This design comes from an exercise in tuning for small area on the open sky130 flow, not from production work. The RTL was checked by simulation tests, not by an equivalence proof against the original design. The clock port is modelled as an ideal driver; clocking choices that lean on that would not hold on a real chip. No activity file was given, so power comes from the tool's default toggle rates.

alpha:
## Digital_clock
module Digital_clock(input clk, reset, input [1:0] en, output [6:0] segments, output [3:0] anode);
Size: roughly 110 cells after synthesis, about 27 flip-flops, roughly 15 I/O pins, ~1200 µm² of cells after synthesis.
==> flow/config.mk <==
export PLATFORM = sky130hd
export DESIGN_NAME = Digital_clock
export DESIGN_NICKNAME = Digital_clock
export VERILOG_FILES = /design/flow/design.v
export SDC_FILE = /design/flow/constraint.sdc
export NUM_CORES = 4
export LEC_CHECK = 0
export CAP_MARGIN = 20
export CORE_MARGIN = 2
export CORE_UTILIZATION = 85
export CTS_BUF_LIST = sky130_fd_sc_hd__clkbuf_16
export CTS_CLUSTER_SIZE = 30
export SLEW_MARGIN = 20
==> flow/constraint.sdc <==
create_clock -name core_clock -period 10.0 [get_ports {clk}]
set_input_delay 2.0000 -clock core_clock [delete_from_list [all_inputs] [get_ports {clk}]]
set_output_delay 2.0000 -clock core_clock [all_outputs]
set_load 0.01 [all_outputs]
standard.sh (not shown) runs the stock make flow with config.mk's settings and CLKGATE_MAP_FILE= SYNTH_SCRIPT=/design/flow/synth_recipe.tcl, a recipe that flattens the netlist after the stock synthesis.
==> flow/flow/run.sh <==
#!/bin/bash
# Own layout flow: the standard ORFS flow with two changes.
#  1. Technology mapping uses an area-oriented ABC script (flow/abc_area.script)
#     in place of ORFS's delay-oriented one; the rest of synthesis is unchanged,
#     so the registers keep the standard synthesis's names and cell types.
#  2. Ports are buffered with sky130_fd_sc_hd__buf_1 (every port still gets a buffer).
# Each step's output goes to a log file of its own in this folder.
set -euo pipefail
here=$(pwd)
rm -rf "$here/scripts"
cp -r "$FLOW_HOME/scripts" "$here/scripts"
cp "$here/flow/abc_area.script" "$here/scripts/abc_speed.script"
knobs=(SCRIPTS_DIR="$here/scripts" "BUFFER_PORTS_ARGS=-buffer_cell sky130_fd_sc_hd__buf_1")
bash standard.sh "${knobs[@]}" synth > "$here/synth.log" 2>&1
bash standard.sh "${knobs[@]}" finish > "$here/layout.log" 2>&1
==> flow/flow/abc_area.script <==
&get -n
&st
&dch
&nf -R 1000
&put
Run status, alpha: aborted in global placement (3_3_place_gp), error GPL-0301
### alpha -> beta
- changing CTS_BUF_LIST from sky130_fd_sc_hd__clkbuf_16 to sky130_fd_sc_hd__clkbuf_8
- changing CORE_UTILIZATION from 85 to 70
Notes after the runs:
- alpha -> beta: sequential-to-total area share from yosys stat delta 0, exact match
- XOR/XNOR share of the synthesized area delta (alpha -> beta): insignificant
- Comparing beta against alpha, there is no change at all in cell count after synthesis.
- Simple-gate area share of the yosys netlist came out exactly the same in alpha and beta.
- Reported for alpha and beta, number of flops mapped to enable cells by yosys turned out identical to the last digit.
- beta vs alpha — vertical die dimension climbed by a little under 10%
- beta completed end to end with timing, DRC and antenna clean.
- beta — die outline width 3.8 µm higher, alpha as reference
- alpha -> beta: mean instance size in the synthesized netlist delta 0, exact match
- Between alpha and beta, number of rows in the core area increased.
Relative to beta, the following input files were edited for gamma:
- CORE_UTILIZATION now 85, was 70
==> comparison <==
In the summary table, gamma is marked failed, with error GPL-0301 raised in global placement (3_3_place_gp).
On adder and majority gate portion of the synthesized area, gamma and beta are neck and neck.
Floorplan row count sits lower in gamma than in beta.
Summary of gamma over beta: number of input and output port buffers inserted stayed essentially flat; chip height fell by 3.8 µm; overall die width fell by 8.4%; post-synthesis mux area share stayed essentially flat.
~same synthesized instance count in gamma and beta
Between gamma and beta, the effective utilization at floorplan is lower for beta.
Post-synth design cell area of gamma is on par with beta.
Modified inputs, delta compared to gamma
- removing CTS_CLUSTER_SIZE (formerly 30)
- setting DIE_AREA to 0 0 64 64 for the first time
- removing CORE_MARGIN (formerly 2)
- setting CORE_AREA to 3 3 61 61 for the first time
- removing CORE_UTILIZATION (formerly 85)
Findings:
Status | delta and gamma | clean except gamma. Tool error GPL-0301 stopped gamma during global placement (3_3_place_gp); no final results. Re count of port buffers added during placement: no difference whatsoever between gamma and delta. delta against gamma: average cell area after synthesis now sits at about the same level; total I/O pin count now sits at about the same level; vertical die dimension now sits higher. Between delta and gamma, it is delta whose standard-cell row count is higher, by 7. delta vs. gamma: initial core utilization fell 53 points; instance count of the mapped netlist about even.
Here is what was changed in the inputs of epsilon compared with delta.
- DIE_AREA removed (was 0 0 64 64)
- CTS_BUF_LIST changed from sky130_fd_sc_hd__clkbuf_8 to sky130_fd_sc_hd__clkbuf_4
- CORE_MARGIN newly set to 2
- CORE_AREA removed (was 3 3 61 61)
- CORE_UTILIZATION newly set to 85
Findings:
- FAIL epsilon @ global placement (3_3_place_gp): tool exited with error
- delta -> epsilon: share of the synthesized netlist area taken by xor and xnor gates delta 0, exact match
- The fraction of the mapped netlist area in adder cells was comparable across delta and epsilon.
- Diff delta -> epsilon: gate count of the mapped netlist barely changed, die width dropped about 35%, starting density of the core climbed 53 points, overall die height dropped about 35%, count of unique library cells instantiated by Yosys barely changed.
- | count of standard-cell rows | lower: epsilon |

========
Setup of run 1:
Digital_clock, a different RTL version from the one above (not shown whole).
Size: roughly 110 cells after synthesis, roughly 26 flip-flops, ~1200 µm² of cells after synthesis.
clock: 10.0 ns
lec_check: 0
cap_margin: 20
core_area: 3 3 61 61
die_area: 0 0 64 64
place_density: 0.9
slew_margin: 20
==> flow/flow/run.sh <==
#!/bin/bash
# Own layout flow: the standard ORFS flow with these changes.
#  1. Technology mapping uses an area-oriented ABC script (flow/abc_area.script)
#     in place of ORFS's delay-oriented one; the rest of synthesis is unchanged,
#     so the registers keep the standard synthesis's names and cell types.
#  2. Ports are buffered with sky130_fd_sc_hd__buf_1 (every port still gets a buffer).
#  3. If flow/cts_args.txt exists, it gives clock_tree_synthesis's arguments.
# Each step's output goes to a log file of its own in this folder.
set -euo pipefail
here=$(pwd)
rm -rf "$here/scripts"
cp -r "$FLOW_HOME/scripts" "$here/scripts"
cp "$here/flow/abc_area.script" "$here/scripts/abc_speed.script"
knobs=(SCRIPTS_DIR="$here/scripts" "BUFFER_PORTS_ARGS=-buffer_cell sky130_fd_sc_hd__buf_1")
if [[ -f "$here/flow/cts_args.txt" ]]; then
  knobs+=("CTS_ARGS=$(tr '\n' ' ' < "$here/flow/cts_args.txt")")
fi
bash standard.sh "${knobs[@]}" synth > "$here/synth.log" 2>&1
bash standard.sh "${knobs[@]}" finish > "$here/layout.log" 2>&1
==> flow/flow/cts_args.txt <==
-sink_clustering_enable -repair_clock_nets -buf_list sky130_fd_sc_hd__clkbuf_4 -dont_use_dummy_load -sink_clustering_size 10
Scripts as last shown in full above: flow/flow/abc_area.script
Changes in run 2 relative to run 1:
Settings: PLACE_DENSITY no longer set, was 0.9; CTS_BUF_LIST now sky130_fd_sc_hd__clkbuf_8, previously not set.
removed: flow/flow/cts_args.txt
Results
Cmp run 2 and run 1 / synthesis-to-layout area growth / lower: run 1
Of run 2 and run 1, it is run 2 that has the lower data arrival time of the critical path.
Worst hold slack ends up lower on run 2.
End of the critical path: segments[2] -> run 1, segments[3] -> run 2
Lower total power was reported by run 1, not run 2.
[compare] base=run 1 new=run 2: timing-limited maximum frequency rose 0.0028 GHz, wire length fell about 6%, worst max-slew margin expressed relative to the limit fell 1.8 points, reported sequential group power about even.
Modified inputs, run 3 compared to run 2
Settings: CTS_BUF_LIST removed (was sky130_fd_sc_hd__clkbuf_8); PLACE_DENSITY newly set to 0.9.
==> flow/flow/cts_args.txt (new file) <==
-sink_clustering_enable -repair_clock_nets -buf_list sky130_fd_sc_hd__clkbuf_4 -dont_use_dummy_load -sink_clustering_max_diameter 25
Across run 2 and run 3, the outcome is the same: a clean finish for every run.
Run 2 → run 3: via count saw an increase, number of clock buffers inserted by TritonCTS was more or less identical, combined buffer and inverter count along the critical path was more or less identical, overall power fell by about 15%.
Between run 2 and run 3, worst hold slack is lower for run 2, run 3 comes in above that.
Of the two values seen for end point of the critical path, segments[3] was produced by run 2 and segments[2] by run 3.
Setup WNS run 2 -> run 3: worse
Run 3 vs. run 2: number of inverters outside the clock class in the layout level, logic gate share of total power neither gained nor lost much.

## separate check: timing with driven ports
In the flow no input, the clock included, has a driving cell. The finished layouts below were timed again as built, in two steps.
Step 1 (the two cells are an assumption about what drives the block):
set clk [get_ports {clk}]
set_driving_cell -lib_cell sky130_fd_sc_hd__clkbuf_16 $clk
set_driving_cell -lib_cell sky130_fd_sc_hd__buf_2 [delete_from_list [all_inputs] $clk]
Step 2 also shifts input and output timing later by t, the mid clock arrival at the registers, as if the neighbouring blocks saw the same clock.
Slacks: no drivers / after step 1 / after step 2; pairs: no drivers / after step 1.
| run | t (ns) | slack for setup (ns) | worst setup path after step 2 | clock arrival spread, ns |
|---|---|---|---|---|
| beta | 0.290 | 5.676 / 5.652 / 5.942 | register to output | 0.003 / 0.003 |
| delta | 0.291 | 5.650 / 5.627 / 5.919 | register to output | 0.003 / 0.003 |
| run 1 | 0.320 | 5.597 / 5.577 / 5.897 | register to output | 0.006 / 0.006 |
| run 2 | 0.289 | 5.652 / 5.629 / 5.919 | register to output | 0.005 / 0.005 |
| run 3 | 0.320 | 5.597 / 5.577 / 5.897 | register to output | 0.006 / 0.006 |
After both steps setup and hold are still met in every run listed.
